What follows belongs to an exercise in optimizing a design on an open flow for small area, a short achievable clock period and few clock cycles; a production flow would make more cautious choices. In this exercise RTL edits were held to simulation tests only and were not proved equivalent to the original. No activity file was given, so power comes from the tool's default toggle rates.

// draw_lines
module draw_lines(
      input          i_clk,
      input          i_reset,
      input   [10:0] i_x0,
      input   [10:0] i_x1,
      input   [10:0] i_y0,
      input   [10:0] i_y1,
      input          i_start,
      input          i_load_fifo,
      output         o_waiting,
      output         o_fifo_full,
      output         o_wr,
      output  [18:0] o_addr
    );
   localparam NR = 12;           
   localparam RW = 38;           
   function [11:0] ks_add;
      input [11:0] a, b;
      input        ci;
      reg   [11:0] p, g, pp, gg;
      integer i, d;
      begin
         p = a ^ b;
         g = a & b;
         gg = {g[11:1], g[0] | (p[0] & ci)};
         pp = p;
         for (d = 1; d < 12; d = d * 2) begin
            for (i = 11; i >= d; i = i - 1) begin
               gg[i] = gg[i] | (pp[i] & gg[i-d]);
               pp[i] = pp[i] & pp[i-d];
            end
         end
         ks_add = p ^ {gg[10:0], ci};
      end
   endfunction
   reg        idle;              
   reg        wr;                
   reg  [3:0] count;             
   reg        full;              
   reg  [NR-1:0] r_v;            
   reg           x_v, y_v, e_v;
   reg        e_last;            
   wire emit   = ~idle & e_v;    
   wire finish = emit & e_last;  
   wire [NR+2:0] vall = {e_v, y_v, x_v, r_v};      
   wire [NR+2:0] take;
  ...
Size in the first run: ~1900 cells after synthesis, about 660 flip-flops, ~70 I/O pins, roughly 26000 um^2 of cells after synthesis.
clock: 5.0 ns
lec_check: 0
abc_area: 1
cap_margin: 20
core_margin: 2
core_utilization: 40
cts_buf_list: sky130_fd_sc_hd__clkbuf_8
cts_cluster_diameter: 100
cts_cluster_size: 15
setup_slack_margin: 3.0
slew_margin: 20
run.sh (not shown) runs the stock make flow with config.mk's settings and CLKGATE_MAP_FILE= SYNTH_SCRIPT=/design/flow/synth_recipe.tcl, a recipe that flattens the netlist after the stock synthesis.
The baseline finished clean.
Testbench counts at the start, summed over its fixed seeds: cycles 117,974.
Rerun with:
CTS_BUF_LIST = default   (was sky130_fd_sc_hd__clkbuf_8)
CTS_CLUSTER_SIZE = 20   (was 15)
Final cell count fell by about 1.7%; worst hold slack is about the same; critical path depth rose by 1; setup slack improves by 31 ps.
Rerun with:
SETUP_SLACK_MARGIN = 3.2   (was 3.0)
- The new run went through all stages and came out clean
- total power grows slightly
- non-clock buffer count grows by 105
- setup slack is worse by 120 ps

Starting RTL as in the previous note.
make LEC_CHECK=0 ABC_AREA=1 CAP_MARGIN=20 CORE_MARGIN=2 CORE_UTILIZATION=40 CTS_CLUSTER_DIAMETER=100 CTS_CLUSTER_SIZE=30 SETUP_SLACK_MARGIN=3.0 SLEW_MARGIN=20 finish   # period 5.0 ns
The first run ran to the end with no violations.
Testbench counts at the start, summed over its fixed seeds: cycles 117,974.
Then changed:
- CTS_CLUSTER_DIAMETER: 100 -> not set
- CTS_CLUSTER_SIZE: 30 -> not set
Effect: The changed run ran to the end with no violations. First-iteration DRC count rises by 0.88%. Utilization is higher by 2.2 points. Wire length climbs by 4.3%. Total power grows by about 26%.

The RTL this note starts from:
==> flow/design.v <==
module draw_lines(
      input          i_clk,
      input          i_reset,
      input   [10:0] i_x0,
      input   [10:0] i_x1,
      input   [10:0] i_y0,
      input   [10:0] i_y1,
      input          i_start,
      input          i_load_fifo,
      output         o_waiting,
      output         o_fifo_full,
      output         o_wr,
      output  [18:0] o_addr
    );
   localparam NR = 12;           
   localparam RW = 38;           
   function [11:0] ks_add;
      input [11:0] a, b;
      input        ci;
      reg   [11:0] p, g, pp, gg;
      integer i, d;
      begin
         p = a ^ b;
         g = a & b;
         gg = {g[11:1], g[0] | (p[0] & ci)};
         pp = p;
         for (d = 1; d < 12; d = d * 2) begin
            for (i = 11; i >= d; i = i - 1) begin
               gg[i] = gg[i] | (pp[i] & gg[i-d]);
               pp[i] = pp[i] & pp[i-d];
            end
         end
         ks_add = p ^ {gg[10:0], ci};
      end
   endfunction
   reg        idle;              
   reg        wr;                
   reg  [3:0] count;             
   reg        full;              
   reg  [NR-1:0] r_v;            
   reg           x_v, y_v, e_v;
   reg        e_last;            
   wire emit   = ~idle & e_v;    
   wire finish = emit & e_last;  
   wire [NR+2:0] vall = {e_v, y_v, x_v, r_v};      
   wire [NR+2:0] take;
   genvar gi;
   generate
      for (gi = 1; gi <= NR+2; gi = gi + 1) begin : g_take
         assign take[gi] = vall[gi-1] & (~&vall[NR+2:gi] | finish);
      end
   endgenerate
   assign take[0] = i_load_fifo;
   wire [3:0] count_nx = count + {3'd0, i_load_fifo} - {3'd0, finish};
   always @(posedge i_clk) begin
      if (i_reset) begin
         idle    <= 1'b1;
         wr      <= 1'b0;
         count   <= 4'd0;
         full    <= 1'b0;
         r_v     <= {NR{1'b0}};
         x_v     <= 1'b0;
         y_v     <= 1'b0;
         e_v     <= 1'b0;
      end else begin
         idle  <= idle ? ~i_start : (count == 4'd0);
         wr    <= emit;
         count <= count_nx;
         full  <= count_nx == 4'd15;
         r_v   <= (r_v & ~take[NR:1]) | take[NR-1:0];
         x_v   <= (x_v & ~take[NR+1]) | take[NR];
         y_v   <= (y_v & ~take[NR+2]) | take[NR+1];
         e_v   <= (e_v & ~finish) | take[NR+2];
      end
   end
   assign o_waiting   = idle;
   assign o_fifo_full = full;
   assign o_wr        = wr;
   reg [RW-1:0] r_d [0:NR-1];
   always @(posedge i_clk) begin
      if (take[0])
         r_d[0] <= {i_x0[9:0], i_y0[8:0], i_x1[9:0], i_y1[8:0]};
   end
   generate
      for (gi = 1; gi < NR; gi = gi + 1) begin : g_raw
         always @(posedge i_clk) begin
            if (take[gi])
               r_d[gi] <= r_d[gi-1];
         end
      end
   endgenerate
   wire [9:0] h_x0 = r_d[NR-1][37:28];
   wire [8:0] h_y0 = r_d[NR-1][27:19];
   wire [9:0] h_x1 = r_d[NR-1][18:9];
   wire [8:0] h_y1 = r_d[NR-1][8:0];
   wire [10:0] dxp = {1'b0, h_x1} - {1'b0, h_x0};
   wire [10:0] dxn = {1'b0, h_x0} - {1'b0, h_x1};
   wire  [9:0] dyp = {1'b0, h_y1} - {1'b0, h_y0};
   wire  [9:0] dyn = {1'b0, h_y0} - {1'b0, h_y1};
   reg  [RW-1:0] x_pts;          
   reg     [9:0] x_adx;
   reg     [8:0] x_ady;
   reg           x_sx, x_sy;     
   always @(posedge i_clk) begin
      if (take[NR]) begin
         x_pts <= r_d[NR-1];
         x_sx  <= dxp[10];
         x_sy  <= dyp[9];
         x_adx <= dxp[10] ? dxn[9:0] : dxp[9:0];
         x_ady <= dyp[9]  ? dyn[8:0] : dyp[8:0];
      end
   end
   wire        steep = {1'b0, x_ady} > x_adx;
   wire        swap  = steep ? x_sy : x_sx;
   reg   [9:0] y_xs;
   reg   [8:0] y_ys;
   reg   [9:0] y_da, y_db;
   reg         y_steep, y_bpos;
   always @(posedge i_clk) begin
      if (take[NR+1]) begin
         y_xs    <= swap ? x_pts[18:9] : x_pts[37:28];
         y_ys    <= swap ? x_pts[8:0]  : x_pts[27:19];
         y_da    <= steep ? {1'b0, x_ady} : x_adx;
         y_db    <= steep ? x_adx : {1'b0, x_ady};
         y_steep <= steep;
         y_bpos  <= ~(x_sx ^ x_sy);
      end
   end
   wire [9:0]  d1 = y_da - y_db;                             
   wire [10:0] e0 = {2'b0, y_da[9:1]} - {1'b0, y_db};        
   reg  [9:0] e_x;
   reg  [8:0] e_y;
   reg [10:0] e_err;             
   reg  [9:0] e_d1;              
   reg  [9:0] e_db;
   reg  [9:0] e_cnt;             
   reg        e_steep, e_bpos;
   wire        e_step   = e_err[10];
   wire [11:0] e_err_s_w  = ks_add({e_err[10], e_err}, {2'b0, e_d1}, 1'b0);
   wire [11:0] e_err_ns_w = ks_add({e_err[10], e_err}, {2'b11, ~e_db}, 1'b1);
   wire [10:0] e_err_s  = e_err_s_w[10:0];
   wire [10:0] e_err_ns = e_err_ns_w[10:0];
   wire        x_mv = ~e_steep | e_step;
   wire        x_up = ~e_steep | e_bpos;
   wire        y_mv =  e_steep | e_step;
   wire        y_up =  e_steep | e_bpos;
   wire  [9:0] e_x_nx = x_mv ? (x_up ? e_x + 10'd1 : e_x - 10'd1) : e_x;
   wire  [8:0] e_y_nx = y_mv ? (y_up ? e_y + 9'd1 : e_y - 9'd1) : e_y;
   always @(posedge i_clk) begin
      if (take[NR+2]) begin
         e_x     <= y_xs;
         e_y     <= y_ys;
         e_err   <= e0;
         e_d1    <= d1;
         e_db    <= y_db;
         e_cnt   <= y_da;
         e_last  <= (y_da == 10'd0);
         e_steep <= y_steep;
         e_bpos  <= y_bpos;
      end else if (emit) begin
         e_x     <= e_x_nx;
         e_y     <= e_y_nx;
         e_err   <= e_step ? e_err_s : e_err_ns;
         e_cnt   <= e_cnt - 10'd1;
         e_last  <= (e_cnt == 10'd1);
      end
   end
   reg [18:0] addr;
   wire [11:0] s_a = {1'b0, e_y, 2'b0};
   wire [11:0] s_b = {3'b0, e_y};
   wire [11:0] s_c = {9'b0, e_x[9:7]};
   wire [11:0] s_sum = s_a ^ s_b ^ s_c;
   wire [11:0] s_cry = (s_a & s_b) | (s_a & s_c) | (s_b & s_c);
   always @(posedge i_clk) begin
      addr[6:0]  <= e_x[6:0];
      addr[18:7] <= ks_add(s_sum, {s_cry[10:0], 1'b0}, 1'b0);
   end
   assign o_addr = addr;
endmodule
clock: 5.0 ns
lec_check: 0
abc_area: 1
cap_margin: 20
core_margin: 2
core_utilization: 40
cts_buf_list: sky130_fd_sc_hd__clkbuf_8 sky130_fd_sc_hd__clkbuf_16
cts_cluster_diameter: 100
cts_cluster_size: 20
place_density: 0.7
setup_slack_margin: 3.0
slew_margin: 20
Testbench counts at the start, summed over its fixed seeds: cycles 117,974.
Change:
Settings changed: CTS_BUF_LIST sky130_fd_sc_hd__clkbuf_8 sky130_fd_sc_hd__clkbuf_16 to unset, PLACE_DENSITY 0.7 to unset, SETUP_SLACK_MARGIN 3.0 to 2.9.
Result:
- The new run went through all stages and came out clean
- clock skew is about the same
- sequential share of layout area increases by 2.4 points
- sequential power barely changes
- worst hold slack barely changes
- total power is higher by 0.37%
- count of clock-buffer cells in the layout is higher by 11
- critical path depth went up by 2
- global-route usage goes down by 0.44 points
- combinational power is lower by about 10%
- die area is unchanged
- maximum frequency grows by 4.7%
Change:
Settings changed: CORE_UTILIZATION 40 to 55, CTS_BUF_LIST set to sky130_fd_sc_hd__clkbuf_8 sky130_fd_sc_hd__clkbuf_16, SETUP_SLACK_MARGIN 2.9 to 3.0.
Result: Clock-buffer cell count is lower by 9. Worst hold slack is about the same. Total power is higher by 0.35%. Core utilization is higher by 20 points. Maximum frequency is lower by 1.5%. Final area is higher by 3.6%. Via count is higher by 3.4%. Worst setup slack is worse by 35 ps. Clock skew is higher by 10 ps.

## port drivers added, routing unchanged
The results above use ideal ports. As a check the final layouts listed here were re-extracted and re-timed, cells and wires unchanged. Step 1 assumes that a clkbuf_16 drives the clock port and a buf_2 every other input. Step 2 times the ports against the registers' clock, not the clock port: input delays grow and output delays shrink by t, the midpoint of the rising clock arrivals with the driver on. Slacks: no drivers / after step 1 / after step 2; pairs: no drivers / after step 1.
run	t (ns)	setup WS [ns]	clock arrival spread, ns	slew at the worst register clock pin (ns)	cell pins on the clock port's net
the first run of note 1	0.702	2.831 / 2.831 / 2.455	0.034 / 0.034	0.11 / 0.11	1
the second run of note 1	0.635	2.862 / 2.862 / 2.584	0.024 / 0.024	0.09 / 0.09	1
the third run of note 1	0.640	2.740 / 2.740 / 2.569	0.041 / 0.042	0.10 / 0.10	1
the first run of note 2	0.662	2.800 / 2.800 / 2.470	0.046 / 0.046	0.12 / 0.12	1
the second run of note 2	0.654	2.842 / 2.842 / 2.457	0.035 / 0.034	0.06 / 0.06	1
the first run of note 3	0.615	2.652 / 2.652 / 2.473	0.027 / 0.027	0.09 / 0.09	1
the second run of note 3	0.639	2.758 / 2.758 / 2.497	0.029 / 0.029	0.09 / 0.09	1
the third run of note 3	0.624	2.724 / 2.724 / 2.420	0.034 / 0.034	0.09 / 0.09	1
After both steps setup and hold are still met in every run listed. The setup slack of the second run of note 2, which loses most, moves by 0.000 ns with the drivers and by -0.385 ns with both steps.
